This is an optimization exercise on Yosys and OpenROAD, whose aim is small area and few clock cycles per item, not a production implementation. RTL that was checked went through simulation tests only; none was proved equivalent to the original. Function not checked in runs 2, 4 and 5: the RTL went through the layout flow alone. The clock cells of run 7 come from the design's own scripts or RTL, not from TritonCTS. The flow treats the clock pin as an ideal source. Dropping or thinning the clock tree relies on that and would not hold on a real chip. Power and IR drop assume default switching activity.

$ cat design.v
module aq_axils_sample
(
  input         ARESETN,
  input         ACLK,
  input [31:0]  S_AXI_AWADDR,
  input [3:0]   S_AXI_AWCACHE,
  input [2:0]   S_AXI_AWPROT,
  input         S_AXI_AWVALID,
  output        S_AXI_AWREADY,
  input [31:0]  S_AXI_WDATA,
  input [3:0]   S_AXI_WSTRB,
  input         S_AXI_WVALID,
  output        S_AXI_WREADY,
  output        S_AXI_BVALID,
  input         S_AXI_BREADY,
  output [1:0]  S_AXI_BRESP,
  input [31:0]  S_AXI_ARADDR,
  input [3:0]   S_AXI_ARCACHE,
  input [2:0]   S_AXI_ARPROT,
  input         S_AXI_ARVALID,
  output        S_AXI_ARREADY,
  output [31:0] S_AXI_RDATA,
  output [1:0]  S_AXI_RRESP,
  output        S_AXI_RVALID,
  input         S_AXI_RREADY,
  output [31:0] LOCAL_REG0,
  output [31:0] LOCAL_REG1,
  output [31:0] LOCAL_REG2,
  output [31:0] LOCAL_REG3
);
  reg           bvalid, rvalid;
  reg [3:0]     rsel;
  reg [31:0]    reg_data0, reg_data1, reg_data2, reg_data3;
  wire          idle   = ~bvalid & ~rvalid;
  wire          wr_go  = S_AXI_AWVALID & S_AXI_WVALID & idle;
  wire          rd_go  = S_AXI_ARVALID & idle;
  wire          wr_map = ( S_AXI_AWADDR[7:4] == 4'd0 );
  wire          rd_map = ( S_AXI_ARADDR[7:4] == 4'd0 );
  assign S_AXI_AWREADY  = S_AXI_WVALID & idle;
  assign S_AXI_WREADY   = S_AXI_AWVALID & idle;
  assign S_AXI_BVALID   = bvalid;
  assign S_AXI_BRESP    = 2'b00;
  assign S_AXI_ARREADY  = idle;
  assign S_AXI_RVALID   = rvalid;
  assign S_AXI_RRESP    = 2'b00;
  assign S_AXI_RDATA    = ( {32{rsel[0]}} & reg_data0 ) |
                          ( {32{rsel[1]}} & reg_data1 ) |
                          ( {32{rsel[2]}} & reg_data2 ) |
                          ( {32{rsel[3]}} & reg_data3 );
  always @( posedge ACLK or negedge ARESETN ) begin
    if( !ARESETN ) begin
      bvalid <= 1'b0;
      rvalid <= 1'b0;
    end else begin
      if( wr_go )
        bvalid <= 1'b1;
      else if( S_AXI_BREADY )
        bvalid <= 1'b0;
      if( rd_go )
        rvalid <= 1'b1;
      else if( S_AXI_RREADY )
        rvalid <= 1'b0;
    end
  end
  always @( posedge ACLK ) begin
    if( rd_go ) begin
      rsel[0] <= rd_map & ( S_AXI_ARADDR[3:2] == 2'd0 );
      rsel[1] <= rd_map & ( S_AXI_ARADDR[3:2] == 2'd1 );
      rsel[2] <= rd_map & ( S_AXI_ARADDR[3:2] == 2'd2 );
      rsel[3] <= rd_map & ( S_AXI_ARADDR[3:2] == 2'd3 );
    end
  end
  always @( posedge ACLK or negedge ARESETN ) begin
    if( !ARESETN ) begin
      reg_data0 <= 32'd0;
      reg_data1 <= 32'd0;
      reg_data2 <= 32'd0;
      reg_data3 <= 32'd0;
    end else if( wr_go & wr_map ) begin
      case( S_AXI_AWADDR[3:2] )
        2'd0: reg_data0 <= S_AXI_WDATA;
        2'd1: reg_data1 <= S_AXI_WDATA;
        2'd2: reg_data2 <= S_AXI_WDATA;
        2'd3: reg_data3 <= S_AXI_WDATA;
      endcase
    end
  end
  assign LOCAL_REG0 = reg_data0;
  assign LOCAL_REG1 = reg_data1;
  assign LOCAL_REG2 = reg_data2;
  assign LOCAL_REG3 = reg_data3;
endmodule
$ cat constraint.sdc
create_clock -name core_clock -period 5.0 [get_ports {ACLK}]
set_input_delay 1.0000 -clock core_clock [delete_from_list [all_inputs] [get_ports {ACLK}]]
set_output_delay 1.0000 -clock core_clock [all_outputs]
set_load 0.01 [all_outputs]
$ cat run.sh
#!/bin/bash
# synth_recipe.tcl (not shown) runs the flow's synth.tcl, then flattens the netlist and writes it again
# the make line also repeats each setting of config.mk as NAME=value (left out here)
make -C /OpenROAD-flow-scripts/flow DESIGN_CONFIG=/design/flow/config.mk WORK_HOME=/design/flow/orfs CLKGATE_MAP_FILE= SYNTH_SCRIPT=/design/flow/synth_recipe.tcl finish
$ cat config.mk
export PLATFORM = sky130hd
export DESIGN_NAME = aq_axils_sample
export DESIGN_NICKNAME = aq_axils_sample
export VERILOG_FILES = /design/flow/design.v
export SDC_FILE = /design/flow/constraint.sdc
export NUM_CORES = 4
export LEC_CHECK = 0
export CAP_MARGIN = 20
export CORE_MARGIN = 2
export CORE_UTILIZATION = 35
export SLEW_MARGIN = 20
==> results of run 1 <==
-- worst reg2reg max path, stage by stage, from the launching register on --
cell and delay (ps):
dfrtp_1 420, and4bb_2 380, nand4b_1 600, buf_4 470
mux2_2 300
-- layer usage --
layer	up-vias	routed length, µm	part of all wire (%)
met5	-	0	0
met4	0	199	1.2
met3	16	1244	7.4
met2	162	8287	49
met1	2216	7151	42
li1	1947	-	-
-- cells by family (layout without fill, tap and decap cells) --
group,count (synthesis),after routing,share of synthesized area [%]
AO/OA/AOI/OAI,66,66,8.677
buffers and inverters,31,261,2.717
flip-flops,134,134,59.07
multiplexers,128,128,25.24
other,1,4,0.06567
AND/OR/NAND/NOR,49,49,4.229
-- placed cells by master, fill, tap and decap left out, types with 4 or more instances in the layout --
master	instances
a22oi_1	64
edfxtp_1	4
conb_1	4
clkbuf_16	18
dfrtp_1	130
buf_4	13
clkdlybuf4s50_1	214
nand2_1	33
mux2_2	93
mux2_1	35
clkinvlp_4	6
-- report_power, final --
part / leakage [nW] / switching (W) / total [W] / internal (W)
clock: 0.276 / 0.000478 / 0.00124 / 0.000764
combinational: 1.95 / 0.000206 / 0.000501 / 0.000296
sequential: 1.83 / 0.0000856 / 0.00125 / 0.00117
-- flip-flops by register name, indices dropped and copies added, names as in the netlist --
signal / cells
rvalid: 1
bvalid: 1
reg_data2: 32
reg_data0: 32
rsel: 4
reg_data1: 32
reg_data3: 32
-- per-stage QoR --
stage | setup WS (ps) | hold slack [ps] | cell area [µm²] | total power [W]
2_1_floorplan | 2662 | 548.9 | 5722 | 0.001424
3_3_place_gp | 1581 | 495.0 | 8099 | 0.001767
3_5_place_dp | 1544 | 504.1 | 8099 | 0.001777
4_1_cts | 1511 | 518.2 | 8700 | 0.003035
5_1_grt | 1383 | 540.7 | 8700 | 0.003121
6_report | 1529 | 513.7 | 8700 | 0.002996
-- final cells by class --
cell class	count	area, µm²
clock buffers	18	450.4
clock inverters	14	150.1
fillers	1377	7243
inverters	2	7.507
multi-input cells	247	2208
flip-flops and latches	134	3373
well taps	216	270.3
repair buffers	227	2240
-- how the worst max path moves through the flow --
stage	start	endpoint	cells after the start
final	rsel[2]	S_AXI_RDATA[31]	4
after global routing	rsel[0]	S_AXI_RDATA[30]	4
after CTS	rsel[2]	S_AXI_RDATA[31]	4
after detailed placement	S_AXI_AWADDR[5]	reg_data1[21]	5
after global placement	S_AXI_AWADDR[5]	reg_data1[25]	5
after floorplan	S_AXI_AWADDR[5]	reg_data0[10]	5
==> impl_results.rst, run 1 <==
.. list-table::
   :header-rows: 1

   * - Metric
     - Value
   * - Outcome
     - timing/DRC/antenna clean
   * - TritonCTS clock tree
     - yes
   * - Cell type of the slowest stage on the worst timing path
     - edfxtp_1
   * - Row count
     - 46
   * - Post-Place Cells
     - 826
   * - Final setup TNS
     - 0 ps
   * - Global-route wire length before repair
     - 27.21 mm
   * - Number of sinks handled by clock tree synthesis
     - 134
   * - Maximum number of pins on one net before global-route repair
     - 66
   * - Via count of the first global-routing pass
     - 4690
   * - Longest individual stage delay on the worst path
     - ~800 ps
   * - Count of non-filler cells in the finished layout
     - 858
   * - Post-synthesis instance area
     - 5710 µm²
   * - Number of hold violations in the final report
     - 0
   * - Critical path's top delay family
     - buffers and inverters
   * - Register bit count reported by yosys
     - 134
   * - Area Growth Syn to Fin
     - 52.34%
   * - Count of flip-flops with a built-in enable after synthesis
     - 4
   * - Leading cell types by count after synthesis
     - dfrtp_1 (130), mux2_2 (93), a22oi_1 (64), mux2_1 (35), nand2_1 (33)
   * - Critical path data arrival time
     - 2470 ps
   * - Half-perimeter wire length after detailed placement
     - 11.57 mm
   * - Fraction of layout instances using a drive strength above 1
     - a little over a fifth
   * - Critical hold path startpoint
     - reg_data0[6]
   * - Core area
     - around 16000 µm²
   * - Initial core utilization
     - 35.82%
   * - Number of distinct library cells after synthesis
     - 24
   * - Final number of max-transition violations
     - 0
   * - Post-layout util
     - 54.57%
   * - Flop2flop setup slack
     - around 2700 ps
   * - Top-level port count
     - 290
   * - Final weighted congestion in routability-driven placement
     - 0.7781
   * - Number of H-tree branching levels
     - 4
   * - Cells along the critical path
     - buf_4 > a22oi_1 > nand2_1 > clkdlybuf4s50_1
   * - Post-DR wirelength/cell
     - 19.68 µm
   * - Critical path buffer and inverter count
     - 2
   * - GRT busiest layer
     - met2
   * - Area contributors post-synth
     - dfrtp_1 (57%), mux2_2 (18%), a22oi_1 (8.4%)
   * - Synth area leader
     - dfrtp_1
   * - Area share of the leading cell type in the synthesized netlist
     - 56.97%
   * - DRC violations left
     - 0
   * - # resized after CTS
     - 0
   * - Proportion of register bits with asynchronous set or reset after synthesis
     - a little over nine tenths
   * - Hold Buf Count CTS
     - 0
   * - Total die area
     - 17350 µm²
   * - FF-to-FF Start
     - rvalid
   * - Highest clock rate
     - 0.2881 GHz
   * - CTS Buf Count
     - 17
   * - Die outline width
     - 131.7 µm
   * - Layout net count
     - 750
   * - RSZ-0062 raised after global routing
     - false
   * - Number of instances on the worst hold path
     - 1
   * - Instance count of the mapped netlist
     - between 400 and 500
   * - Clock slew at reported path FFs
     - roughly 60 ps
   * - Routed via count
     - 4341
   * - Global Route Usage Sum
     - 20.24%
   * - Worst min-delay path class
     - reg -> reg
   * - CP endpoint kind
     - output pin
   * - Number of DRC markers after the initial detailed-route iteration
     - 201
   * - Number of synthesis warnings
     - 1
   * - Number of cells traversed by the worst register-to-register path
     - 4
   * - Normalized max-slew margin
     - 41.93%
   * - Leakage Power
     - ~4.1 nW
   * - Maximum fanout encountered on the critical timing path
     - 18
   * - Worst clock skew
     - 5.861 ps
   * - Detailed-route wire length
     - 16.88 mm
   * - Top FF cell, synth
     - dfrtp_1
   * - Leading cell type by number of instances after synthesis
     - dfrtp_1
   * - Die Ht
     - 131.7 µm
   * - Drt pass-1 iters
     - 4
   * - Min Tclk post-route
     - 3471 ps
   * - Post-CTS setup repair buffer count
     - 0
   * - Number of antenna violations at the first check in global routing
     - 0
   * - Transition time at the pin with the least slew margin
     - slightly below 900 ps
   * - Mean Syn Cell Area
     - approximately 14 µm²
   * - Startpoint-to-endpoint class of the critical path
     - reg -> out
   * - Crit start category
     - flip-flop
   * - Setup violation total in the final timing report
     - 0
   * - Root Buffer Master
     - clkbuf_16
   * - Worst flop-to-flop path endpoint
     - reg_data1[21]
   * - Final Cycle Share
     - 69.42%
   * - Maximum vdd drop
     - 0.2183 mV
   * - Met2 GRT Util
     - 33.39%
   * - Grt ovf
     - 0
   * - Maximum buffer depth of the clock tree
     - 2
   * - Met1 track demand over resource
     - about a quarter
   * - Number of input and output port buffers inserted
     - ~220
   * - Insertion delay of the later-clocked pin in the worst-skew pair
     - 410 ps
   * - Sequential-to-total area share from yosys stat
     - 59.07%
   * - Antenna cells
     - 0
   * - Count of antenna-violating nets left after detailed routing
     - 0
   * - Vias per std cell
     - between 5 and 6
   * - Endpoint of the worst hold path
     - reg_data0[6]
   * - Crit path required time
     - 4000 ps
   * - Met3 Usage GRT
     - 6.498%
   * - Pwr per Cell Area
     - ~340 nW/µm²
   * - Max-capacitance violation count
     - 0
Testbench counts, summed over its fixed seeds: cycles 4,096, items 2,048.
==> run 2: changes to the inputs <==
--- a/design.v
+++ b/design.v
@@ -71,5 +71,5 @@
     end
   end
-  always @( posedge ACLK or negedge ARESETN ) begin
+  always @( posedge ACLK ) begin
     if( !ARESETN ) begin
       reg_data0 <= 32'd0;
==> run 2 against run 1 <==
Die area fell by 1.5%. Sequential power fell by 11%. Total power fell by 17%. Clock-buffer cell count rose by 9. Via count rose by 15%. Clock skew rose by 1.2 ps. Critical endpoint unchanged. Largest cell class unchanged. Highest routed layer unchanged.
==> impl_results.rst, run 2 <==
.. list-table::
   :header-rows: 1

   * - Metric
     - Value
   * - Core area
     - 15770 µm²
   * - Number of DRC markers after the initial detailed-route iteration
     - 250
   * - Register bit count reported by yosys
     - 134
   * - Total design power
     - about 0.0025 W
   * - Number of H-tree branching levels
     - 4
   * - Critical hold path startpoint
     - reg_data1[8]
   * - Number of instances on the worst hold path
     - 2
   * - Clock slew at reported path FFs
     - roughly 50 ps
   * - Leading cell type by number of instances after synthesis
     - nand2_1
   * - Most frequent standard cell in the layout excluding fill and tap cells
     - clkdlybuf4s50_1
   * - Count of antenna-violating nets left after detailed routing
     - 0
   * - Global-route wire length before repair
     - 26.50 mm
   * - Number of hold violations in the final report
     - 0
   * - Worst flop-to-flop path endpoint
     - reg_data1[20]
   * - Half-perimeter wire length after detailed placement
     - 11.98 mm
   * - Outcome
     - timing/DRC/antenna clean
   * - Instance count of the mapped netlist
     - roughly 590
   * - DRC violations left
     - 0
   * - First element of the critical path
     - rsel[0]
   * - Global Route Usage Sum
     - 20.35%
   * - Pwr per Cell Area
     - 293.6 nW/µm²
   * - Routed via count
     - 4984
   * - Setup violation total in the final timing report
     - 0
   * - Via count of the first global-routing pass
     - 4848
   * - Area share of the leading cell type in the synthesized netlist
     - 45.59%
   * - Number of sinks handled by clock tree synthesis
     - 134
   * - Transition time at the pin with the least slew margin
     - 949.2 ps
   * - Endpoint of the worst hold path
     - reg_data1[8]
   * - CTS Buf Count
     - 17
   * - Final worst hold slack
     - 472.2 ps
   * - Antenna cells
     - 0
   * - Leading cell types by count after synthesis
     - nand2_1 (193), dfxtp_1 (128), mux2i_1 (128), a22oi_1 (64), clkbuf_1 (30)
   * - Startpoint-to-endpoint class of the critical path
     - reg -> out
   * - Worst min-delay path class
     - reg -> reg
   * - Min Tclk post-route
     - 3444 ps
   * - Post-CTS setup repair buffer count
     - 0
   * - Maximum fanout encountered on the critical timing path
     - 19
   * - Final number of max-transition violations
     - 0
   * - Synth area leader
     - dfxtp_1
   * - # resized after CTS
     - 0
   * - Die outline width
     - 130.7 µm
   * - Area Growth Syn to Fin
     - 50.91%
   * - Sequential-to-total area share from yosys stat
     - 48.62%
   * - Crit start category
     - flip-flop
   * - Total die area
     - 17090 µm²
   * - Normalized max-slew margin
     - 36.72%
   * - Critical path data arrival time
     - 2440 ps
   * - Final setup TNS
     - 0 ps
   * - Root Buffer Master
     - clkbuf_16
   * - TritonCTS clock tree
     - yes
   * - Row count
     - 46
   * - Fraction of layout instances using a drive strength above 1
     - ~5%
   * - Final weighted congestion in routability-driven placement
     - 0.7740
   * - Proportion of register bits with asynchronous set or reset after synthesis
     - 1.493%
   * - Insertion delay of the later-clocked pin in the worst-skew pair
     - roughly 410 ps
   * - Top FF cell, synth
     - dfxtp_1
   * - Crit path required time
     - roughly 4000 ps
   * - Post-layout util
     - 53.78%
   * - Grt ovf
     - 0
   * - Max-capacitance violation count
     - 0
   * - Maximum vdd drop
     - approximately 0.24 mV
   * - Post-synthesis instance area
     - 5620 µm²
   * - Commonest non-fill, non-tap cells in the layout
     - clkdlybuf4s50_1 (214), nand2_1 (193), mux2i_1 (128), dfxtp_1 (128), a22oi_1 (64)
   * - Final Cycle Share
     - 68.89%
   * - Highest clock rate
     - around 0.29 GHz
   * - Leakage Power
     - 3.724 nW
   * - FF-to-FF Start
     - rvalid
   * - Vias per std cell
     - a little under 5
   * - Post-DR wirelength/cell
     - 17.29 µm
   * - Worst clock skew
     - about 7.1 ps
   * - RSZ-0062 raised after global routing
     - false
   * - Number of distinct library cells after synthesis
     - 26
   * - Initial core utilization
     - 35.64%
   * - Maximum number of pins on one net before global-route repair
     - between 90 and 100
   * - Number of input and output port buffers inserted
     - roughly 220
   * - Number of antenna violations at the first check in global routing
     - 0
   * - Number of cells traversed by the worst register-to-register path
     - 5
   * - Number of synthesis warnings
     - 1
   * - Layout net count
     - 908
   * - Mean Syn Cell Area
     - approximately 9.5 µm²
   * - Count of flip-flops with a built-in enable after synthesis
     - 4
   * - CP endpoint kind
     - output pin
   * - Area contributors post-synth
     - dfxtp_1 (46%), mux2i_1 (23%), nand2_1 (13%)
   * - Detailed-route wire length
     - between 15 and 20 mm
   * - Top-level port count
     - 290
   * - Die Ht
     - 130.7 µm
   * - Hold Buf Count CTS
     - 0
   * - Drt pass-1 iters
     - 5
   * - Flop2flop setup slack
     - 2590 ps
   * - Maximum buffer depth of the clock tree
     - 2
## run 2: cell count changes after synthesis, sizes merged, moves of 18 or more
| cell | change |
|---|---|
| nand2 | +160 |
| dfrtp | -128 |
| dfxtp | +128 |
| mux2 | -128 |
| mux2i | +128 |
| clkbuf | +18 |
## run 2: metal layers
layer	global-route usage, %	share of wire [%]	up-vias
met1	25.03	43	2368
met3	4.805	5.5	28
met4	8.323	2.4	0
met2	34.41	49	162
li1	-	-	2426
met5	0	0	-
## run 2: kinds of logic after synthesis
kind of cell / count (synthesis) / synth area share (%)
flops: 134 / 48.62
compound gates: 66 / 8.816
buf+inv: 50 / 4.297
simple gates: 210 / 15.41
other cells: 1 / 0.06672
mux: 128 / 22.80
## run 2: area by class of cell
| type | instances | area (µm²) |
|---|---|---|
| multi-input cells | 408 | 2676 |
| inverters | 2 | 7.507 |
| clock buffers | 27 | 513.0 |
| flip-flops and latches | 134 | 2733 |
| repair buffers | 224 | 2217 |
| fillers | 1454 | 7288 |
| well taps | 216 | 270.3 |
| clock inverters | 3 | 65.06 |
## run 2: how the worst max path moves through the flow
| stage | to | slack, ps | cells past startpoint |
|---|---|---|---|
| global route | S_AXI_RDATA[31] | 1470 | 4 |
| floorplan | S_AXI_AWREADY | 2850 | 1 |
| CTS | S_AXI_RDATA[31] | 1550 | 4 |
| detailed placement | reg_data1[20] | 1460 | 5 |
| global placement | reg_data1[14] | 1510 | 5 |
| finish | S_AXI_RDATA[31] | 1560 | 4 |
## run 2: critical path, stage by stage, from the launching register on
cell and delay, ps:
edfxtp_1 790, buf_4 420, a22oi_1 140, nand2_1 70, clkdlybuf4s50_1 600
## run 2: per-stage QoR
stage	worst slack [ps]	area [µm²]	std cells
after CTS	1550	8482	1014
after global placement	1508	7904	984
final	1556	8482	1014
after global routing	1471	8482	1014
after floorplan	2854	5632	592
after detailed placement	1456	7904	984
## run 2: power breakdown
part           total (W)  internal, W  switching, W  leakage [nW]
combinational   0.000165    0.0000736     0.0000912          2.35
clock            0.00122     0.000795      0.000422         0.284
sequential       0.00111      0.00108     0.0000251          1.09
==> run 3: changes to the inputs <==
--- a/design.v
+++ b/design.v
@@ -71,5 +71,5 @@
     end
   end
-  always @( posedge ACLK ) begin
+  always @( posedge ACLK or negedge ARESETN ) begin
     if( !ARESETN ) begin
       reg_data0 <= 32'd0;
==> flow/run.sh (new file) <==
#!/bin/bash
# The standard layout, with the smallest buffer cell on the ports.
set -euo pipefail
bash standard.sh "BUFFER_PORTS_ARGS=-buffer_cell sky130_fd_sc_hd__buf_1" finish > standard_flow.log 2>&1
==> standard.sh (new file) <==
#!/bin/bash
# synth_recipe.tcl (not shown) runs the flow's synth.tcl, then flattens the netlist and writes it again
# the make line also repeats each setting of config.mk as NAME=value (left out here)
make -C /OpenROAD-flow-scripts/flow DESIGN_CONFIG=/design/flow/config.mk WORK_HOME=/design/flow/orfs CLKGATE_MAP_FILE= SYNTH_SCRIPT=/design/flow/synth_recipe.tcl "${@:-finish}"
removed: run.sh
==> run 3 against run 2 <==
Sequential share of layout area is 14 points higher. Critical path type unchanged. Setup slack better by 370 ps. Combinational power is 100% higher. Largest power group unchanged. Still clean.
==> impl_results.rst, run 3 <==
.. list-table::
   :header-rows: 1

   * - Metric
     - Value
   * - Post-layout util
     - 46.21%
   * - Number of input and output port buffers inserted
     - 215
   * - Clock share of power
     - around 44%
   * - Number of distinct library cells after synthesis
     - 24
   * - Routed via count
     - 4387
   * - Clock slew at reported path FFs
     - 60 ps
   * - Startpoint-to-endpoint class of the critical path
     - reg -> out
   * - DRC violations left
     - 0
   * - Hold Buf Count CTS
     - 0
   * - Final setup TNS
     - 0 ps
   * - Grt ovf
     - 0
   * - Worst clock skew
     - 6.173 ps
   * - Cell area after layout
     - about 7400 µm²
   * - Die outline width
     - 131.7 µm
   * - Count of flip-flops with a built-in enable after synthesis
     - 4
   * - Area share of the leading cell type in the synthesized netlist
     - around 57%
   * - Worst min-delay path class
     - reg -> reg
   * - Post-DR wirelength/cell
     - 18.38 µm
   * - Layout net count
     - 750
   * - Number of hold violations in the final report
     - 0
   * - Number of sinks handled by clock tree synthesis
     - 134
   * - Reported net switching power
     - between 0.0007 and 0.0008 W
   * - Final number of max-transition violations
     - 0
   * - Most frequent standard cell in the layout excluding fill and tap cells
     - buf_1
   * - Number of antenna violations at the first check in global routing
     - 0
   * - Fill cell instance count of the final layout
     - 1493
   * - Via count of the first global-routing pass
     - 4301
   * - Crit start category
     - flip-flop
   * - Area contributors post-synth
     - dfrtp_1 (57%), mux2_2 (18%), a22oi_1 (8.4%)
   * - Antenna cells
     - 0
   * - # resized after CTS
     - 0
   * - Sequential-to-total area share from yosys stat
     - roughly three fifths
   * - Commonest non-fill, non-tap cells in the layout
     - buf_1 (214), dfrtp_1 (130), mux2_2 (93), a22oi_1 (64), mux2_1 (35)
   * - Area Growth Syn to Fin
     - 29.01%
   * - Critical path data arrival time
     - approximately 2100 ps
   * - Crit path required time
     - approximately 4000 ps
   * - Leakage Power
     - 3.568 nW
   * - Maximum number of pins on one net before global-route repair
     - 73
   * - Post-CTS setup repair buffer count
     - 0
   * - Area taken by flip-flops and latches
     - between 3000 and 4000 µm²
   * - Number of DRC markers after the initial detailed-route iteration
     - 220
   * - Max-capacitance violation count
     - 0
   * - Number of synthesis warnings
     - 1
   * - Maximum buffer depth of the clock tree
     - 2
   * - Row count
     - 46
   * - Top-level port count
     - 290
   * - RSZ-0062 raised after global routing
     - false
   * - Post-synthesis instance area
     - 5710 µm²
   * - TritonCTS clock tree
     - yes
   * - Transition time at the pin with the least slew margin
     - 1001 ps
   * - Final weighted congestion in routability-driven placement
     - around 0.78
   * - Vias per std cell
     - 5.119
   * - Root Buffer Master
     - clkbuf_16
   * - Half-perimeter wire length after detailed placement
     - 10.94 mm
   * - Flop2flop setup slack
     - 2380 ps
   * - Number of instances on the worst hold path
     - 1
   * - Instance count of the mapped netlist
     - 409
   * - Min Tclk post-route
     - 3079 ps
   * - Proportion of register bits with asynchronous set or reset after synthesis
     - 97.01%
   * - Register bit count reported by yosys
     - 134
   * - Multi-input gate area
     - between 2000 and 2500 µm²
   * - Number of cells traversed by the worst register-to-register path
     - 4
   * - Detailed-route wire length
     - 15.75 mm
   * - CTS Buf Count
     - 17
   * - Outcome
     - timing/DRC/antenna clean
   * - Synth area leader
     - dfrtp_1
   * - Count of antenna-violating nets left after detailed routing
     - 0
   * - Mean Syn Cell Area
     - about 14 µm²
   * - Cell internal pwr
     - 0.002093 W
   * - Share of power burned in combinational logic
     - about an eighth
   * - Number of H-tree branching levels
     - 4
   * - Global-route wire length before repair
     - 24.87 mm
   * - Global Route Usage Sum
     - 18.45%
   * - CP endpoint kind
     - output pin
   * - Top FF cell, synth
     - dfrtp_1
   * - Setup violation total in the final timing report
     - 0
   * - Insertion delay of the later-clocked pin in the worst-skew pair
     - 420 ps
   * - Placed cell area
     - 6773 µm²
   * - Normalized max-slew margin
     - between 30 and 40%
   * - Leading cell type by number of instances after synthesis
     - dfrtp_1
   * - Final Cycle Share
     - 61.58%
   * - Die Ht
     - 131.7 µm
   * - Initial core utilization
     - 35.82%
   * - Maximum vdd drop
     - between 0.2 and 0.25 mV
   * - Highest clock rate
     - about 0.32 GHz
   * - Maximum fanout encountered on the critical timing path
     - 18
   * - Leading cell types by count after synthesis
     - dfrtp_1 (130), mux2_2 (93), a22oi_1 (64), mux2_1 (35), nand2_1 (33)
   * - Fraction of layout instances using a drive strength above 1
     - 21.84%
   * - Pwr per Cell Area
     - 387.6 nW/µm²
   * - Core area
     - 15940 µm²
   * - Sw Ratio
     - between 20% and 30%
   * - Reg power frac
     - 43.7%
   * - Total die area
     - 17350 µm²
   * - Drt pass-1 iters
     - 5
-- run 3: cell count changes in the layout (fill, tap and decap cells not counted), moves of 5 or more --
cell | previous run | this run
buf_1 | 0 | 214
clkbuf_1 | 5 | 0
clkdlybuf4s50_1 | 214 | 0
dfrtp_1 | 2 | 130
dfxtp_1 | 128 | 0
mux2_1 | 0 | 35
mux2_2 | 0 | 93
mux2i_1 | 128 | 0
nand2_1 | 193 | 33
-- run 3: layout make-up --
class	count	area share, %
clock buffer	18	5.961
inverter	2	0.1019
sequential	134	45.79
timing repair buffer	227	12.40
tap	216	3.668
clock inverter	13	2.106
multi-input combinational	247	29.98
-- run 3: worst paths after layout --
path / start / to
max: rsel[0] / S_AXI_RDATA[30]
min: reg_data0[6] / reg_data0[6]
max reg2reg: rvalid / reg_data3[4]
min reg2reg: reg_data0[6] / reg_data0[6]
max in group asynchronous: ARESETN / reg_data3[15]
min in group asynchronous: ARESETN / bvalid
-- run 3: metrics by stage --
stage / setup slack [ps] / std cells / hold WS, ps / total power, W
2_1_floorplan: 2662 / 412 / 548.9 / 0.001424
3_3_place_gp: 1556 / 826 / 493.4 / 0.001596
3_5_place_dp: 1463 / 826 / 505.4 / 0.001609
4_1_cts: 1886 / 857 / 518.9 / 0.002886
5_1_grt: 1810 / 857 / 544.2 / 0.002976
6_report: 1921 / 857 / 516.6 / 0.002855
-- run 3: cell families (layout without fill, tap and decap cells) --
logic type             after synthesis  count (layout)  share of synthesized area [%]
AO/OA/AOI/OAI                       66              66                          8.677
buffers and inverters               31             260                          2.717
flip-flops                         134             134                          59.07
multiplexers                       128             128                          25.24
other                                1               4                        0.06567
AND/OR/NAND/NOR                     49              49                          4.229
-- run 3: per-layer routing --
| layer | track usage, % | share of wire [%] | vias to the layer above |
|---|---|---|---|
| li1 | - | - | 1956 |
| met1 | 23.73 | 43 | 2207 |
| met2 | 29.61 | 47 | 201 |
| met3 | 5.729 | 7.9 | 23 |
| met4 | 6.522 | 1.5 | 0 |
| met5 | 0 | 0 | - |
-- run 3: power groups by stage --
| stage | logic (W) | clock network, W | registers (W) |
|---|---|---|---|
| floorplan | 0.000154 | 0 | 0.00127 |
| global placement | 0.000335 | 0 | 0.00126 |
| detailed placement | 0.000343 | 0 | 0.00127 |
| CTS | 0.000344 | 0.00129 | 0.00125 |
| global route | 0.000371 | 0.00135 | 0.00126 |
| finish | 0.000338 | 0.00127 | 0.00125 |
-- run 3: worst max-delay path, stage by stage, from the launching register on --
cell and delay, ps:
edfxtp_1 860, buf_4 370, a22oi_1 120, nand2_1 120
buf_1 170
Testbench counts of run 3, summed over its fixed seeds: cycles 4,096, items 2,048.
==> run 4: changes to the inputs <==
--- a/design.v
+++ b/design.v
@@ -71,18 +71,15 @@
     end
   end
-  always @( posedge ACLK or negedge ARESETN ) begin
-    if( !ARESETN ) begin
-      reg_data0 <= 32'd0;
-      reg_data1 <= 32'd0;
-      reg_data2 <= 32'd0;
-      reg_data3 <= 32'd0;
-    end else if( wr_go & wr_map ) begin
-      case( S_AXI_AWADDR[3:2] )
-        2'd0: reg_data0 <= S_AXI_WDATA;
-        2'd1: reg_data1 <= S_AXI_WDATA;
-        2'd2: reg_data2 <= S_AXI_WDATA;
-        2'd3: reg_data3 <= S_AXI_WDATA;
-      endcase
-    end
+  wire          wr_reg = wr_go & wr_map;
+  wire [31:0]   wr_data = S_AXI_WDATA & {32{ARESETN}};
+  wire          wr_en0 = ~ARESETN | ( wr_reg & ( S_AXI_AWADDR[3:2] == 2'd0 ) );
+  wire          wr_en1 = ~ARESETN | ( wr_reg & ( S_AXI_AWADDR[3:2] == 2'd1 ) );
+  wire          wr_en2 = ~ARESETN | ( wr_reg & ( S_AXI_AWADDR[3:2] == 2'd2 ) );
+  wire          wr_en3 = ~ARESETN | ( wr_reg & ( S_AXI_AWADDR[3:2] == 2'd3 ) );
+  always @( posedge ACLK ) begin
+    if( wr_en0 ) reg_data0 <= wr_data;
+    if( wr_en1 ) reg_data1 <= wr_data;
+    if( wr_en2 ) reg_data2 <= wr_data;
+    if( wr_en3 ) reg_data3 <= wr_data;
   end
   assign LOCAL_REG0 = reg_data0;
==> run.sh (new file) <==
#!/bin/bash
# synth_recipe.tcl (not shown) runs the flow's synth.tcl, then flattens the netlist and writes it again
# the make line also repeats each setting of config.mk as NAME=value (left out here)
make -C /OpenROAD-flow-scripts/flow DESIGN_CONFIG=/design/flow/config.mk WORK_HOME=/design/flow/orfs CLKGATE_MAP_FILE= SYNTH_SCRIPT=/design/flow/synth_recipe.tcl finish
removed: flow/run.sh
removed: standard.sh
==> run 4 against run 3 <==
Critical endpoint is now S_AXI_RDATA[16]. Setup slack got worse by 350 ps. Sequential power increased by 9.6%. Largest cell class unchanged. Fmax decreased by 10%. Sequential cell count unchanged. Global-route usage increased by 0.76 points. Clock skew increased by 1.1 ps. Still clean on timing, DRC and antenna. Clock-buffer cell count increased by 2.
==> impl_results.rst, run 4 <==
.. list-table::
   :header-rows: 1

   * - Metric
     - Value
   * - Outcome
     - timing/DRC/antenna clean
   * - Cells along the critical path
     - buf_4 > a22oi_1 > nand2_1 > clkdlybuf4s50_1
   * - Number of hold violations in the final report
     - 0
   * - Worst min-delay path class
     - reg -> reg
   * - Antenna cells
     - 0
   * - Number of input and output port buffers inserted
     - 215
   * - Maximum fanout encountered on the critical timing path
     - 17
   * - Proportion of register bits with asynchronous set or reset after synthesis
     - under 10%
   * - Mean Syn Cell Area
     - 16.55 µm²
   * - Vias per std cell
     - 4.915
   * - Insertion delay of the later-clocked pin in the worst-skew pair
     - 410 ps
   * - DRC violations left
     - 0
   * - Total die area
     - 15400 µm²
   * - Normalized max-slew margin
     - 44.36%
   * - Number of sinks handled by clock tree synthesis
     - 134
   * - Drt pass-1 iters
     - 4
   * - Commonest non-fill, non-tap cells in the layout
     - clkdlybuf4s50_1 (215), edfxtp_1 (132), a22oi_1 (64), and2_1 (35), nand2_1 (32)
   * - Count of flip-flops with a built-in enable after synthesis
     - around 130
   * - Crit start category
     - flip-flop
   * - Die Ht
     - between 100 and 150 µm
   * - Final weighted congestion in routability-driven placement
     - 0.7403
   * - # resized after CTS
     - 0
   * - Compound-Gate Fraction of Synth Area
     - roughly a tenth
   * - Top FF cell, synth
     - edfxtp_1
   * - Flop2flop setup slack
     - around 3100 ps
   * - Most frequent standard cell in the layout excluding fill and tap cells
     - clkdlybuf4s50_1
   * - Half-perimeter wire length after detailed placement
     - 10.11 mm
   * - Transition time at the pin with the least slew margin
     - 831.9 ps
   * - Sequential-to-total area share from yosys stat
     - between 70% and 80%
   * - Count of antenna-violating nets left after detailed routing
     - 0
   * - Max-capacitance violation count
     - 0
   * - Layout net count
     - around 660
   * - Synth area leader
     - edfxtp_1
   * - Worst clock skew
     - 7.240 ps
   * - Final number of max-transition violations
     - 0
   * - Fraction of layout instances using a drive strength above 1
     - 7.832%
   * - Instance count of the mapped netlist
     - 305
   * - TritonCTS clock tree
     - yes
   * - Setup violation total in the final timing report
     - 0
   * - Cell type of the slowest stage on the worst timing path
     - edfxtp_1
   * - Highest clock rate
     - 0.2917 GHz
   * - Detailed-route wire length
     - 14.52 mm
   * - Final Cycle Share
     - 68.57%
   * - Post-Synth XOR/XNOR Area
     - 0%
   * - Number of H-tree branching levels
     - 4
   * - Main combinational cell family by area after synthesis
     - compound AO/OA/AOI/OAI gates
   * - Critical path data arrival time
     - 2430 ps
   * - Maximum number of pins on one net before global-route repair
     - 22
   * - Register bit count reported by yosys
     - 134
   * - Root Buffer Master
     - clkbuf_16
   * - Via count of the first global-routing pass
     - around 3700
   * - RSZ-0062 raised after global routing
     - false
   * - Maximum vdd drop
     - ~0.29 mV
   * - Initial core utilization
     - 36.09%
   * - Routed via count
     - 3583
   * - Number of antenna violations at the first check in global routing
     - 1
   * - Hold Buf Count CTS
     - 0
   * - Global Route Usage Sum
     - around 19%
   * - Leading cell type by number of instances after synthesis
     - edfxtp_1
   * - Post-CTS setup repair buffer count
     - 0
   * - Crit path required time
     - 4000 ps
   * - Critical path's top delay family
     - buffers and inverters
   * - CTS Buf Count
     - 17
   * - Post-synthesis instance area
     - approximately 5000 µm²
   * - Longest individual stage delay on the worst path
     - about 840 ps
   * - CP endpoint kind
     - output pin
   * - Startpoint-to-endpoint class of the critical path
     - reg -> out
   * - Global-route wire length before repair
     - 21.20 mm
   * - Grt ovf
     - 0
   * - Final setup TNS
     - 0 ps
   * - Core area
     - 13990 µm²
   * - Die outline width
     - 124.1 µm
   * - Min Tclk post-route
     - approximately 3400 ps
   * - Fraction of the mapped netlist area in simple logic gates
     - a little under 8%
   * - Final worst hold slack
     - 562.2 ps
   * - Clock slew at reported path FFs
     - 50 ps
   * - Row count
     - 43
   * - Multiplexer share of the synthesized area
     - 0%
   * - Leakage Power
     - 2.965 nW
   * - Adder-cell share of the synthesized area
     - 0%
   * - Post-DR wirelength/cell
     - 19.92 µm
   * - Number of DRC markers after the initial detailed-route iteration
     - 211
   * - Top-level port count
     - 290
   * - Number of distinct library cells after synthesis
     - 17
   * - Maximum buffer depth of the clock tree
     - 2
   * - Pwr per Cell Area
     - between 300 and 400 nW/µm²
   * - Leading cell types by count after synthesis
     - edfxtp_1 (132), a22oi_1 (64), and2_1 (35), nand2_1 (32), clkbuf_1 (15)
   * - Area Growth Syn to Fin
     - 59.45%
   * - Area contributors post-synth
     - edfxtp_1 (79%), a22oi_1 (9.5%), and2_1 (4.3%)
   * - Critical path buffer and inverter count
     - 2
   * - Area share of the leading cell type in the synthesized netlist
     - around four fifths
   * - Number of synthesis warnings
     - 1
## run 4: worst reg2reg max path, stage by stage (launching register included)
cell	delay (ps)
dfrtp_1	400
nand4bb_1	360
o41ai_2	420
buf_4	370
## run 4: stage by stage
step / total power, W / instance area (µm²) / cells / setup WS, ps / util [%]
4_1_cts: 0.003044 / 8050 / 729 / 1556 / 57.55
6_report: 0.003022 / 8050 / 729 / 1572 / 57.55
3_3_place_gp: 0.001842 / 7478 / 697 / 1868 / 53.46
5_1_grt: 0.003140 / 8050 / 729 / 1438 / 57.55
2_1_floorplan: 0.001546 / 5060 / 308 / -379.6 / -
3_5_place_dp: 0.001847 / 7478 / 697 / 1861 / 53.46
## run 4: logic make-up (layout without fill, tap and decap cells)
logic type | after synthesis | count (layout)
and+or+nand+nor | 75 | 75
buffers and inverters | 25 | 266
other | 1 | 4
DFF | 134 | 134
AOI/OAI and AO/OA | 70 | 70
## run 4: cell type report
| class | count | area, µm² |
|---|---|---|
| clock inverter | 12 | 135.1 |
| sequential | 134 | 4014 |
| multi-input combinational | 149 | 967.2 |
| timing repair buffer | 228 | 2250 |
| inverter | 6 | 22.52 |
| tap | 180 | 225.2 |
| clock buffer | 20 | 436.7 |
| fill | 1152 | 5938 |
## run 4: path summary, 6_finish.rpt
check                        start         endpoint  cells past startpoint
min in group asynchronous  ARESETN           rvalid                      1
max in group asynchronous  ARESETN           bvalid                      1
hold / removal              bvalid           bvalid                      2
setup / recovery           rsel[0]  S_AXI_RDATA[16]                      4
hold reg to reg             bvalid           bvalid                      2
setup reg to reg            bvalid    reg_data1[13]                      3
## run 4: layer usage
metal	routed length (µm)	global-route usage, %	up-vias
met5	0	0	-
met3	1239	6.410	20
met2	7073	31.63	174
li1	-	-	1660
met1	5981	23.54	1729
met4	226	7.163	0
## run 4: power breakdown
part / internal, W / switching (W) / leakage [nW]
Combinational: 0.000250 / 0.000201 / 1.31
Sequential: 0.00131 / 0.0000553 / 1.38
Clock: 0.000773 / 0.000428 / 0.274
Total: 0.00234 / 0.000685 / 2.97
==> run 5: changes to the inputs <==
==> flow/run.sh (new file) <==
#!/bin/bash
# The standard layout, with the smallest buffer cell on the ports and a
# clock tree of a few mid-sized buffers without dummy loads.
set -euo pipefail
bash standard.sh "BUFFER_PORTS_ARGS=-buffer_cell sky130_fd_sc_hd__buf_1" \
  "CTS_ARGS=-sink_clustering_enable -repair_clock_nets -buf_list sky130_fd_sc_hd__clkbuf_8 -sink_clustering_size 35 -sink_clustering_max_diameter 150 -dont_use_dummy_load" \
  finish > standard_flow.log 2>&1
==> standard.sh (new file) <==
#!/bin/bash
# synth_recipe.tcl (not shown) runs the flow's synth.tcl, then flattens the netlist and writes it again
# the make line also repeats each setting of config.mk as NAME=value (left out here)
make -C /OpenROAD-flow-scripts/flow DESIGN_CONFIG=/design/flow/config.mk WORK_HOME=/design/flow/orfs CLKGATE_MAP_FILE= SYNTH_SCRIPT=/design/flow/synth_recipe.tcl "${@:-finish}"
removed: run.sh
==> run 5 against run 4 <==
Still clean. Total power decreased by 25%. Global-route usage fell by 2.7 points. Sequential power barely moved. Sequential share of layout area increased by 13 points. Synthesized area stayed put. Non-clock buffer count shrank 1. Clock-buffer cell count shrank 3. Register-to-register slack lost 100 ps. Core utilization fell by 12 points.
==> impl_results.rst, run 5 <==
.. list-table::
   :header-rows: 1

   * - Metric
     - Value
   * - Number of DRC markers after the initial detailed-route iteration
     - 120
   * - Cells along the critical path
     - buf_4 > a22oi_1 > nand2_1 > buf_1
   * - Top FF cell, synth
     - edfxtp_1
   * - Grt ovf
     - 0
   * - Leakage Power
     - about 2.2 nW
   * - Vias per std cell
     - 4.950
   * - Number of distinct library cells after synthesis
     - 17
   * - Count of antenna-violating nets left after detailed routing
     - 0
   * - Global Route Usage Sum
     - 16.48%
   * - Fraction of layout instances using a drive strength above 1
     - about 6.6%
   * - Cell type of the slowest stage on the worst timing path
     - edfxtp_1
   * - Post-route worst setup slack
     - between 2000 and 2500 ps
   * - Cell area after layout
     - around 6400 µm²
   * - Post-CTS setup repair buffer count
     - 0
   * - Share of power burned in combinational logic
     - 12.9%
   * - Initial core utilization
     - 36.09%
   * - Global-route wire length before repair
     - 18.15 mm
   * - Die outline width
     - 124.1 µm
   * - # resized after CTS
     - 0
   * - Highest clock rate
     - 0.3356 GHz
   * - Outcome
     - timing/DRC/antenna clean
   * - Number of input and output port buffers inserted
     - 215
   * - Count of flip-flops with a built-in enable after synthesis
     - 132
   * - Maximum vdd drop
     - 0.1808 mV
   * - Mean Syn Cell Area
     - between 15 and 20 µm²
   * - Most frequent standard cell in the layout excluding fill and tap cells
     - buf_1
   * - Synth area leader
     - edfxtp_1
   * - Final weighted congestion in routability-driven placement
     - around 0.7
   * - Sw Ratio
     - about a quarter
   * - Crit start category
     - flip-flop
   * - Setup violation total in the final timing report
     - 0
   * - Proportion of register bits with asynchronous set or reset after synthesis
     - 1.493%
   * - Clock slew at reported path FFs
     - 70 ps
   * - Sequential-to-total area share from yosys stat
     - just under 80%
   * - Drt pass-1 iters
     - 4
   * - Placed cell area
     - 6127 µm²
   * - Half-perimeter wire length after detailed placement
     - a little under 9 mm
   * - Area Growth Syn to Fin
     - 26.05%
   * - Post-layout util
     - 45.49%
   * - Detailed-route wire length
     - 12.89 mm
   * - Number of H-tree branching levels
     - 4
   * - Total die area
     - 15400 µm²
   * - Longest individual stage delay on the worst path
     - between 700 and 800 ps
   * - Number of sinks handled by clock tree synthesis
     - 134
   * - Top-level port count
     - 290
   * - Area share of the leading cell type in the synthesized netlist
     - 78.51%
   * - Fill cell instance count of the final layout
     - 1283
   * - Register bit count reported by yosys
     - 134
   * - Critical path data arrival time
     - between 1500 and 2000 ps
   * - Leading cell type by number of instances after synthesis
     - edfxtp_1
   * - Min Tclk post-route
     - ~3000 ps
   * - Worst clock skew
     - approximately 15 ps
   * - Total design power
     - approximately 0.0023 W
   * - Post-Place Setup Slack
     - 2344 ps
   * - Transition time at the pin with the least slew margin
     - ~880 ps
   * - CTS Buf Count
     - 17
   * - Startpoint-to-endpoint class of the critical path
     - reg -> out
   * - Leading cell types by count after synthesis
     - edfxtp_1 (132), a22oi_1 (64), and2_1 (35), nand2_1 (32), clkbuf_1 (15)
   * - Area contributors post-synth
     - edfxtp_1 (79%), a22oi_1 (9.5%), and2_1 (4.3%)
   * - Maximum number of pins on one net before global-route repair
     - 39
   * - Number of antenna violations at the first check in global routing
     - 1
   * - Count of non-filler cells in the finished layout
     - just over 700
   * - Final Cycle Share
     - 59.60%
   * - Layout net count
     - 656
   * - Routed via count
     - approximately 3500
   * - Worst min-delay path class
     - reg -> reg
   * - Maximum fanout encountered on the critical timing path
     - 18
   * - Core area
     - roughly 14000 µm²
   * - RSZ-0062 raised after global routing
     - false
   * - Maximum buffer depth of the clock tree
     - 2
   * - Row count
     - 43
   * - Normalized max-slew margin
     - 41.40%
   * - Instance count of the mapped netlist
     - 305
   * - Number of hold violations in the final report
     - 0
   * - Hold Buf Count CTS
     - 0
   * - Commonest non-fill, non-tap cells in the layout
     - buf_1 (214), edfxtp_1 (132), a22oi_1 (64), and2_1 (35), nand2_1 (32)
   * - Cell internal pwr
     - around 0.0017 W
   * - Die Ht
     - approximately 120 µm
   * - DRC violations left
     - 0
   * - Post-Place Cells
     - 696
   * - Post-DR wirelength/cell
     - between 15 and 20 µm
   * - Clock share of power
     - 27.1%
   * - Final number of max-transition violations
     - 0
   * - Via count of the first global-routing pass
     - 3390
   * - Crit path required time
     - roughly 4000 ps
   * - CP endpoint kind
     - output pin
   * - Root Buffer Master
     - clkbuf_8
   * - Pwr per Cell Area
     - 358.2 nW/µm²
   * - TritonCTS clock tree
     - yes
   * - Reg power frac
     - 60.0%
   * - Number of synthesis warnings
     - 1
   * - Max-capacitance violation count
     - 0
   * - Post-synthesis instance area
     - ~5000 µm²
   * - Insertion delay of the later-clocked pin in the worst-skew pair
     - 420 ps
   * - Reported net switching power
     - approximately 0.00057 W
[run 5: cell types whose count changed in the layout (fill, tap and decap cells not counted), moves of 2 or more]
cell             delta
clkdlybuf4s50_1   -215
buf_1             +214
clkbuf_16          -17
clkbuf_8           +17
clkinv_1            -4
bufinv_16           -3
clkbuf_1            -3
clkinv_2            -3
clkinvlp_4          -2
[run 5: stage by stage]
stage | hold WS, ps | TNS (ps)
floorplan | 568.9 | -48580
CTS | 566.0 | 0
global route | 600.4 | 0
global placement | 544.2 | 0
finish | 566.1 | 0
detailed placement | 554.9 | 0
[run 5: final timing paths]
kind / start / end / slack, ps / cells after the start
max reg2reg: bvalid / reg_data0[17] / 3020 / 3
max: rsel[0] / S_AXI_RDATA[31] / 2020 / 4
min in group asynchronous: ARESETN / bvalid / 700 / 1
min reg2reg: bvalid / bvalid / 570 / 2
max in group asynchronous: ARESETN / rvalid / 3770 / 1
min: bvalid / bvalid / 570 / 2
[run 5: layout make-up]
class                           count  area [µm²]  area share [%]
Sequential cell                   134        4014           63.08
Tap cell                          180       225.2           3.539
Timing Repair Buffer              227       898.4           14.12
Multi-Input combinational cell    149       967.2           15.20
Clock buffer                       17       234.0           3.677
Antenna cell                        1       2.502         0.03932
Inverter                            6       22.52          0.3539
[run 5: kinds of logic after synthesis]
group | Yosys count | synth area share, %
flops | 134 | 79.50
simple gates | 75 | 7.782
compound gates | 70 | 10.48
buf+inv | 25 | 2.156
other cells | 1 | 0.07428
[run 5: critical path: cells and delay by family (launching register included)]
family                 cells  cell delay, ps
AO/OA/AOI/OAI              1             140
flip-flops                 1             790
buffers and inverters      2             540
AND/OR/NAND/NOR            1              90
[run 5: per-layer routing]
layer / track usage (%) / vias up / wire, µm
li1: - / 1637 / -
met1: 19.58 / 1691 / 5280
met2: 28.04 / 195 / 6414
met3: 5.678 / 11 / 1080
met4: 5.407 / 0 / 111
met5: 0 / - / 0
[run 5: power by group through the flow]
stage | combinational (W) | sequential (W) | clock [W]
CTS | 0.000297 | 0.00137 | 0.000644
global route | 0.000327 | 0.00138 | 0.000687
global placement | 0.000293 | 0.00139 | 0
finish | 0.000294 | 0.00137 | 0.000617
detailed placement | 0.000297 | 0.00139 | 0
floorplan | 0.000144 | 0.00140 | 0
==> run 6: changes to the inputs <==
--- a/design.v
+++ b/design.v
@@ -32,14 +32,13 @@
   reg [3:0]     rsel;
   reg [31:0]    reg_data0, reg_data1, reg_data2, reg_data3;
-  wire          idle   = ~bvalid & ~rvalid;
-  wire          wr_go  = S_AXI_AWVALID & S_AXI_WVALID & idle;
-  wire          rd_go  = S_AXI_ARVALID & idle;
+  wire          wr_go  = S_AXI_AWVALID & S_AXI_WVALID;
+  wire          rd_go  = S_AXI_ARVALID;
   wire          wr_map = ( S_AXI_AWADDR[7:4] == 4'd0 );
   wire          rd_map = ( S_AXI_ARADDR[7:4] == 4'd0 );
-  assign S_AXI_AWREADY  = S_AXI_WVALID & idle;
-  assign S_AXI_WREADY   = S_AXI_AWVALID & idle;
+  assign S_AXI_AWREADY  = S_AXI_WVALID;
+  assign S_AXI_WREADY   = S_AXI_AWVALID;
   assign S_AXI_BVALID   = bvalid;
   assign S_AXI_BRESP    = 2'b00;
-  assign S_AXI_ARREADY  = idle;
+  assign S_AXI_ARREADY  = S_AXI_ARVALID;
   assign S_AXI_RVALID   = rvalid;
   assign S_AXI_RRESP    = 2'b00;
==> flow/run.sh (replaced) <==
#!/bin/bash
# The standard layout, with the smallest buffer cell on the ports and a
# clock tree of mid-sized buffers without dummy loads.
set -euo pipefail
bash standard.sh "BUFFER_PORTS_ARGS=-buffer_cell sky130_fd_sc_hd__buf_1" \
  "CTS_ARGS=-sink_clustering_enable -repair_clock_nets -buf_list sky130_fd_sc_hd__clkbuf_8 -dont_use_dummy_load" \
  finish > standard_flow.log 2>&1
--- a/config.mk
+++ b/config.mk
@@ -8,4 +8,4 @@
 export CAP_MARGIN = 20
 export CORE_MARGIN = 2
-export CORE_UTILIZATION = 35
+export CORE_UTILIZATION = 50
 export SLEW_MARGIN = 20
==> run 6 against run 5 <==
Sequential share of layout area is 0.93 points higher. Core utilization rose by 19 points. Register-to-register slack improved by 1300 ps. First-iteration DRC count increased by 150%. Largest power group unchanged.
==> impl_results.rst, run 6 <==
.. list-table::
   :header-rows: 1

   * - Metric
     - Value
   * - Post-DR wirelength/cell
     - 19.50 µm
   * - Register bit count reported by yosys
     - 134
   * - Post-synthesis instance area
     - 5040 µm²
   * - Initial core utilization
     - approximately 52%
   * - Grt ovf
     - 0
   * - Final worst hold slack
     - 486.9 ps
   * - Proportion of register bits with asynchronous set or reset after synthesis
     - 1.493%
   * - Drt pass-1 iters
     - 5
   * - Count of non-filler cells in the finished layout
     - 662
   * - # resized after CTS
     - 0
   * - Reported net switching power
     - about 0.00057 W
   * - Most frequent standard cell in the layout excluding fill and tap cells
     - buf_1
   * - Number of hold violations in the final report
     - 0
   * - Area Growth Syn to Fin
     - 24.43%
   * - Normalized max-slew margin
     - 43.12%
   * - Sequential-to-total area share from yosys stat
     - 79.64%
   * - Pwr per Cell Area
     - 367.9 nW/µm²
   * - Leading cell type by number of instances after synthesis
     - edfxtp_1
   * - CP endpoint kind
     - output pin
   * - Fraction of layout instances using a drive strength above 1
     - under 10%
   * - Hold Buf Count CTS
     - 0
   * - Leakage Power
     - 2.144 nW
   * - Transition time at the pin with the least slew margin
     - 853.2 ps
   * - Crit start category
     - flip-flop
   * - Area share of the leading cell type in the synthesized netlist
     - 78.65%
   * - Vias per std cell
     - about 5.4
   * - Global Route Usage Sum
     - 23.31%
   * - Count of flip-flops with a built-in enable after synthesis
     - 132
   * - Worst flop-to-flop path endpoint
     - rvalid
   * - Number of antenna violations at the first check in global routing
     - 0
   * - Crit path required time
     - 4000 ps
   * - Maximum fanout encountered on the critical timing path
     - 17
   * - Final number of max-transition violations
     - 0
   * - Maximum number of pins on one net before global-route repair
     - 39
   * - Setup violation total in the final timing report
     - 0
   * - Post-Place Cells
     - between 600 and 700
   * - Global-route wire length before repair
     - 18.66 mm
   * - Total die area
     - between 10000 and 15000 µm²
   * - Mean Syn Cell Area
     - 16.58 µm²
   * - Worst min-delay path class
     - reg -> reg
   * - Reg power frac
     - between 60% and 70%
   * - Root Buffer Master
     - clkbuf_8
   * - Critical path data arrival time
     - 2060 ps
   * - Half-perimeter wire length after detailed placement
     - 8.611 mm
   * - Number of DRC markers after the initial detailed-route iteration
     - 297
   * - Sw Ratio
     - between 20% and 30%
   * - Worst clock skew
     - 0 ps
   * - TritonCTS clock tree
     - yes
   * - Antenna cells
     - 0
   * - Row count
     - 36
   * - Outcome
     - timing/DRC/antenna clean
   * - Max-capacitance violation count
     - 0
   * - Detailed-route wire length
     - 12.91 mm
   * - Commonest non-fill, non-tap cells in the layout
     - buf_1 (214), edfxtp_1 (132), a22oi_1 (64), nand2_1 (33), and2_1 (32)
   * - Synth area leader
     - edfxtp_1
   * - Post-CTS setup repair buffer count
     - 0
   * - Maximum buffer depth of the clock tree
     - 2
   * - Maximum vdd drop
     - 0.1855 mV
   * - Total design power
     - 0.002307 W
   * - Area contributors post-synth
     - edfxtp_1 (79%), a22oi_1 (9.5%), and2_1 (4.0%)
   * - Clock slew at reported path FFs
     - 70 ps
   * - FF-to-FF Start
     - rvalid
   * - Flop2flop setup slack
     - around 4400 ps
   * - Insertion delay of the later-clocked pin in the worst-skew pair
     - 400 ps
   * - Number of input and output port buffers inserted
     - 215
   * - Via count of the first global-routing pass
     - 3367
   * - Min Tclk post-route
     - 3061 ps
   * - Critical Path Sink
     - S_AXI_RDATA[31]
   * - Share of power burned in combinational logic
     - between 10% and 20%
   * - DRC violations left
     - 0
   * - Number of distinct library cells after synthesis
     - 15
   * - Number of cells traversed by the worst register-to-register path
     - 1
   * - Leading cell types by count after synthesis
     - edfxtp_1 (132), a22oi_1 (64), nand2_1 (33), and2_1 (32), clkbuf_1 (15)
   * - Final Cycle Share
     - 61.22%
   * - Core area
     - 9774 µm²
   * - Cell internal pwr
     - 0.001735 W
   * - Instance count of the mapped netlist
     - a little over 300
   * - RSZ-0062 raised after global routing
     - false
   * - Highest clock rate
     - 0.3267 GHz
   * - Number of sinks handled by clock tree synthesis
     - 134
   * - Routed via count
     - 3605
   * - Die outline width
     - 104.4 µm
   * - Startpoint-to-endpoint class of the critical path
     - reg -> out
   * - Top-level port count
     - 290
   * - CTS Buf Count
     - 17
   * - Clock share of power
     - 26.9%
   * - First element of the critical path
     - rsel[2]
   * - Die Ht
     - 104.4 µm
   * - Count of antenna-violating nets left after detailed routing
     - 0
   * - Top FF cell, synth
     - edfxtp_1
   * - Final weighted congestion in routability-driven placement
     - just under 0.8
   * - Layout net count
     - 652
   * - Number of H-tree branching levels
     - 4
   * - Number of synthesis warnings
     - 1
-- run 6: cell count changes after synthesis, sizes merged --
cell	before	now
a22o	1	0
a21o	0	1
nand2	32	33
and2	35	32
nor2	1	0
buf	4	7
nand4bb	1	0
-- run 6: per-stage QoR --
step | instance area [µm²] | setup WS [ps] | setup TNS (ps) | util [%]
detailed placement | 6037 | 1749 | 0 | 61.76
floorplan | 5051 | -438.5 | -56130 | -
CTS | 6271 | 1947 | 0 | 64.16
global route | 6271 | 1852 | 0 | 64.16
global placement | 6037 | 1743 | 0 | 61.76
finish | 6271 | 1939 | 0 | 64.16
-- run 6: kinds of logic (layout without fill, tap and decap cells) --
| kind of cell | Yosys count | count (layout) | synth area share [%] |
|---|---|---|---|
| other | 1 | 4 | 0.07441 |
| and+or+nand+nor | 71 | 71 | 7.200 |
| buffers and inverters | 28 | 250 | 2.607 |
| DFF | 134 | 134 | 79.64 |
| AOI/OAI and AO/OA | 70 | 70 | 10.48 |
-- run 6: critical path, stage by stage (launching register included) --
cell and delay [ps]:
edfxtp_1 850, buf_4 400, a22oi_1 130, nand2_1 80, buf_1 200
-- run 6: worst min-delay path by stage --
| stage | start | endpoint | slack, ps | depth (start not counted) |
|---|---|---|---|---|
| global placement | rvalid | rvalid | 470 | 1 |
| detailed placement | rvalid | rvalid | 470 | 1 |
| global route | rvalid | rvalid | 520 | 1 |
| finish | rvalid | rvalid | 490 | 1 |
| CTS | rvalid | rvalid | 490 | 1 |
| floorplan | rvalid | rvalid | 520 | 1 |
-- run 6: cell type report --
| type | instances | area (µm²) |
|---|---|---|
| sequential | 134 | 4014 |
| fill | 777 | 3503 |
| multi-input combinational | 145 | 935.9 |
| timing repair buffer | 227 | 898.4 |
| clock buffer | 17 | 234.0 |
| tap | 133 | 166.4 |
| inverter | 6 | 22.52 |
-- run 6: metal layers --
| metal | track usage (%) | routed length, µm | vias up |
|---|---|---|---|
| met5 | 0 | 0 | - |
| met4 | 6.660 | 120 | 0 |
| met3 | 7.769 | 1129 | 11 |
| met2 | 36.74 | 6317 | 201 |
| met1 | 31.13 | 5343 | 1766 |
| li1 | - | - | 1627 |
-- run 6: power by group through the flow --
| stage | clock (W) | combinational [W] | sequential (W) |
|---|---|---|---|
| finish | 0.000620 | 0.000288 | 0.00140 |
| global route | 0.000680 | 0.000313 | 0.00141 |
| CTS | 0.000633 | 0.000291 | 0.00140 |
| detailed placement | 0 | 0.000290 | 0.00142 |
| global placement | 0 | 0.000288 | 0.00142 |
| floorplan | 0 | 0.000116 | 0.00145 |
Testbench counts of run 6, summed over its fixed seeds: cycles 4,096, items 2,048.
==> run 7: changes to the inputs <==
==> flow/run.sh (replaced) <==
#!/bin/bash
# The standard layout, with the smallest buffer cell on the ports and a
# hand-built clock tree (flow/clock_tree.tcl) in place of TritonCTS.
set -euo pipefail
bash standard.sh "BUFFER_PORTS_ARGS=-buffer_cell sky130_fd_sc_hd__buf_1" \
  "PRE_CTS_TCL=$PWD/flow/clock_tree.tcl" \
  finish > standard_flow.log 2>&1
==> flow/clock_tree.tcl (new file) <==
# Build the clock tree by hand, in place of TritonCTS: the clock port drives
# a few leaf buffers, each driving the registers of one region of the core
# (the sinks split into n_split_x columns of equal count, each column into
# n_split_y parts of equal count).
set leaf_master sky130_fd_sc_hd__clkbuf_16
set n_split_x 2
set n_split_y 2

set block [ord::get_db_block]
set db [ord::get_db]
set clk_net [$block findNet ACLK]
set master [$db findMaster $leaf_master]

set sinks {}
foreach it [$clk_net getITerms] {
  set inst [$it getInst]
  set box [$inst getBBox]
  set x [expr {([$box xMin] + [$box xMax]) / 2}]
  set y [expr {([$box yMin] + [$box yMax]) / 2}]
  lappend sinks [list $x $y $it]
}
puts "clock_tree: [llength $sinks] sinks on ACLK"

# split items, sorted on coordinate idx, into n parts of near equal size
proc split_parts {items idx n} {
  set s [lsort -integer -index $idx $items]
  set parts {}
  set len [llength $s]
  for {set i 0} {$i < $n} {incr i} {
    set a [expr {($i * $len) / $n}]
    set b [expr {(($i + 1) * $len) / $n - 1}]
    lappend parts [lrange $s $a $b]
  }
  return $parts
}

set groups {}
foreach col [split_parts $sinks 0 $n_split_x] {
  foreach q [split_parts $col 1 $n_split_y] { lappend groups $q }
}

set k 0
foreach g $groups {
  set sx 0; set sy 0
  foreach s $g { incr sx [lindex $s 0]; incr sy [lindex $s 1] }
  set n [llength $g]
  set cx [expr {$sx / $n}]
  set cy [expr {$sy / $n}]
  set buf [odb::dbInst_create $block $master "clkbuf_leaf_$k"]
  set net [odb::dbNet_create $block "clknet_leaf_$k"]
  $net setSigType CLOCK
  foreach s $g {
    set it [lindex $s 2]
    $it disconnect
    $it connect $net
  }
  [$buf findITerm A] connect $clk_net
  [$buf findITerm X] connect $net
  $buf setLocation [expr {$cx - [$master getWidth] / 2}] [expr {$cy - [$master getHeight] / 2}]
  $buf setPlacementStatus PLACED
  puts "clock_tree: leaf $k drives $n sinks from ([expr {$cx / 1000.0}], [expr {$cy / 1000.0}])"
  incr k
}
$clk_net setSigType CLOCK

set_propagated_clock [all_clocks]

# The tree is built: TritonCTS is not run.
proc clock_tree_synthesis {args} {
  puts "clock_tree: hand-built tree in place, clock_tree_synthesis skipped"
}
==> run 7 against run 6 <==
Cell area shrank 2.1%. Critical endpoint is now reg_data0[6]. Fmax grew 2.5%. Still clean. Sequential power is essentially flat. Highest routed layer unchanged.
==> impl_results.rst, run 7 <==
.. list-table::
   :header-rows: 1

   * - Metric
     - Value
   * - Outcome
     - timing/DRC/antenna clean
   * - Core area
     - 9774 µm²
   * - Register bit count reported by yosys
     - 134
   * - Post-CTS setup repair buffer count
     - 0
   * - Clock slew at reported path FFs
     - 110 ps
   * - Final Cycle Share
     - between 50 and 60%
   * - Stages on the worst setup path
     - 4
   * - Max-capacitance violation count
     - 0
   * - Setup violation total in the final timing report
     - 0
   * - Longest individual stage delay on the worst path
     - about 640 ps
   * - Initial core utilization
     - 51.56%
   * - Highest clock rate
     - between 0.3 and 0.4 GHz
   * - Area Growth Syn to Fin
     - 21.77%
   * - Critical path buffer and inverter count
     - 2
   * - Number of antenna violations at the first check in global routing
     - 0
   * - Leading cell type by number of instances after synthesis
     - edfxtp_1
   * - Count of antenna-violating nets left after detailed routing
     - 0
   * - Number of DRC markers after the initial detailed-route iteration
     - approximately 260
   * - Critical path data arrival time
     - 2820 ps
   * - Post-DR wirelength/cell
     - just under 20 µm
   * - Number of instances on the worst hold path
     - 1
   * - CP endpoint kind
     - flip-flop
   * - Final weighted congestion in routability-driven placement
     - 0.7748
   * - Number of distinct library cells after synthesis
     - 15
   * - # resized after CTS
     - 0
   * - Fraction of layout instances using a drive strength above 1
     - 4.264%
   * - Hold Buf Count CTS
     - 0
   * - Transition time at the pin with the least slew margin
     - 844.7 ps
   * - Normalized max-slew margin
     - 43.68%
   * - Most frequent standard cell in the layout excluding fill and tap cells
     - buf_1
   * - Mean Syn Cell Area
     - roughly 17 µm²
   * - Row count
     - 36
   * - Proportion of register bits with asynchronous set or reset after synthesis
     - around 1.5%
   * - Instance count of the mapped netlist
     - 304
   * - Cells along the critical path
     - buf_1 > or4_4 > o41ai_2 > buf_4
   * - Grt ovf
     - 0
   * - Top-level port count
     - 290
   * - Maximum vdd drop
     - ~0.22 mV
   * - Post-layout util
     - around 63%
   * - Drt pass-1 iters
     - 5
   * - Crit path required time
     - 4840 ps
   * - Half-perimeter wire length after detailed placement
     - 8.611 mm
   * - Layout net count
     - 639
   * - Antenna cells
     - 0
   * - Number of synthesis warnings
     - 1
   * - Total design power
     - 0.002090 W
   * - Sequential-to-total area share from yosys stat
     - 79.64%
   * - Crit start category
     - primary input
   * - Global Route Usage Sum
     - 21.66%
   * - Worst clock skew
     - 0 ps
   * - Worst min-delay path class
     - reg -> reg
   * - Fill cell instance count of the final layout
     - 787
   * - DRC violations left
     - 0
   * - Commonest non-fill, non-tap cells in the layout
     - buf_1 (214), edfxtp_1 (132), a22oi_1 (64), nand2_1 (33), and2_1 (32)
   * - Total die area
     - around 11000 µm²
   * - Area contributors post-synth
     - edfxtp_1 (79%), a22oi_1 (9.5%), and2_1 (4.0%)
   * - Pwr per Cell Area
     - 340.6 nW/µm²
   * - Number of cells traversed by the worst register-to-register path
     - 1
   * - Min Tclk post-route
     - 2986 ps
   * - Number of input and output port buffers inserted
     - 215
   * - Area share of the leading cell type in the synthesized netlist
     - between 70 and 80%
   * - Maximum fanout encountered on the critical timing path
     - 28
   * - Top FF cell, synth
     - edfxtp_1
   * - Critical path's top delay family
     - compound AO/OA/AOI/OAI gates
   * - Leading cell types by count after synthesis
     - edfxtp_1 (132), a22oi_1 (64), nand2_1 (33), and2_1 (32), clkbuf_1 (15)
   * - Die Ht
     - 104.4 µm
   * - Startpoint-to-endpoint class of the critical path
     - in -> reg
   * - Post-synthesis instance area
     - around 5000 µm²
   * - Cell type of the slowest stage on the worst timing path
     - o41ai_2
   * - Die outline width
     - 104.4 µm
   * - Detailed-route wire length
     - 12.69 mm
   * - Via count of the first global-routing pass
     - 3278
   * - Vias per std cell
     - between 5 and 6
   * - Number of hold violations in the final report
     - 0
   * - Synth area leader
     - edfxtp_1
   * - Routed via count
     - 3521
   * - RSZ-0062 raised after global routing
     - false
   * - Leakage Power
     - 2.071 nW
   * - Count of flip-flops with a built-in enable after synthesis
     - approximately 130
   * - Global-route wire length before repair
     - 18.34 mm
   * - Insertion delay of the later-clocked pin in the worst-skew pair
     - 170 ps
   * - Final number of max-transition violations
     - 0
   * - Maximum number of pins on one net before global-route repair
     - 39
-- run 7: cell counts after synthesis --
Identical to the previous run, type by type.
-- run 7: cell type report --
| type | count | area (µm²) | share of cell area (%) |
|---|---|---|---|
| Multi-Input combinational cell | 145 | 935.9 | 15.25 |
| Timing Repair Buffer | 227 | 898.4 | 14.64 |
| Buffer | 4 | 100.1 | 1.631 |
| Inverter | 6 | 22.52 | 0.3670 |
| Tap cell | 133 | 166.4 | 2.712 |
| Sequential cell | 134 | 4014 | 65.40 |
-- run 7: path summary, 6_finish.rpt --
| check | startpoint | to | slack [ps] |
|---|---|---|---|
| worst max-delay path | S_AXI_AWADDR[5] | reg_data0[6] | 2010 |
| worst min-delay path | rvalid | rvalid | 500 |
| worst max register to register | rvalid | rvalid | 4340 |
| worst min register to register | rvalid | rvalid | 500 |
| max in group asynchronous | ARESETN | bvalid | 3580 |
| min in group asynchronous | ARESETN | rvalid | 900 |
-- run 7: power by group --
| part | switching, W | total (W) | internal (W) |
|---|---|---|---|
| logic | 0.000190 | 0.000288 | 0.0000981 |
| registers | 0.0000609 | 0.00140 | 0.00133 |
| clock network | 0.000257 | 0.000407 | 0.000150 |
| total | 0.000508 | 0.00209 | 0.00158 |
-- run 7: per-layer routing --
layer  global-route usage (%)  routed length (µm)
met4                    3.668                 173
met2                    35.90                6046
met1                    31.26                5377
met3                    3.133                1092
met5                        0                   0
-- run 7: logic make-up after synthesis --
logic type / synth area share (%)
and+or+nand+nor: 7.200
buffers and inverters: 2.607
AOI/OAI and AO/OA: 10.48
DFF: 79.64
other: 0.07441
-- run 7: through the flow --
step                setup TNS (ps)  area, µm²  cells  hold WS (ps)  setup slack [ps]
detailed placement               0       6037    645         474.9              1749
global route                     0       6137    649         526.6              1923
finish                           0       6137    649         496.9              2014
global placement                 0       6037    645         466.2              1743
floorplan                   -56130       5051    307         520.4            -438.5
CTS                              0       6137    649         502.8              1950

[afterwards: timing with drivers on the ports]
Ports are ideal in the flow. The routed layouts listed here were re-timed in OpenROAD. Step 1, drivers: a clkbuf_16 drives ACLK and a buf_2 each remaining input, both assumed. Step 2 also shifts input and output timing later by t, the mid clock arrival at the registers, as if the neighbouring blocks saw the same clock. Three values: no drivers, after step 1, after step 2; two values: the first two.
| run | t, ns | setup slack, ns | worst setup path after step 2 | worst register clock-pin slew, ns | pins driven straight from the clock port |
|---|---|---|---|---|---|
| run 1 | 0.453 | 1.529 / 1.488 / 1.599 | input to register | 0.06 / 0.06 | 1 |
| run 2 | 0.445 | 1.556 / 1.514 / 1.460 | input to register | 0.06 / 0.06 | 1 |
| run 3 | 0.452 | 1.921 / 1.879 / 1.524 | input to register | 0.06 / 0.06 | 1 |
| run 4 | 0.447 | 1.572 / 1.533 / 1.838 | input to output | 0.06 / 0.06 | 1 |
| run 5 | 0.443 | 2.020 / 1.987 / 2.323 | input to register | 0.07 / 0.07 | 1 |
| run 6 | 0.441 | 1.939 / 1.906 / 1.785 | input to register | 0.08 / 0.08 | 1 |
| run 7 | 0.254 | 2.014 / 2.077 / 1.823 | input to register | 0.12 / 0.12 | 4 |
After both steps every run listed still meets setup and hold. The setup slack of run 3, which loses most, moves by -0.042 ns with the drivers and by -0.397 ns with both steps.
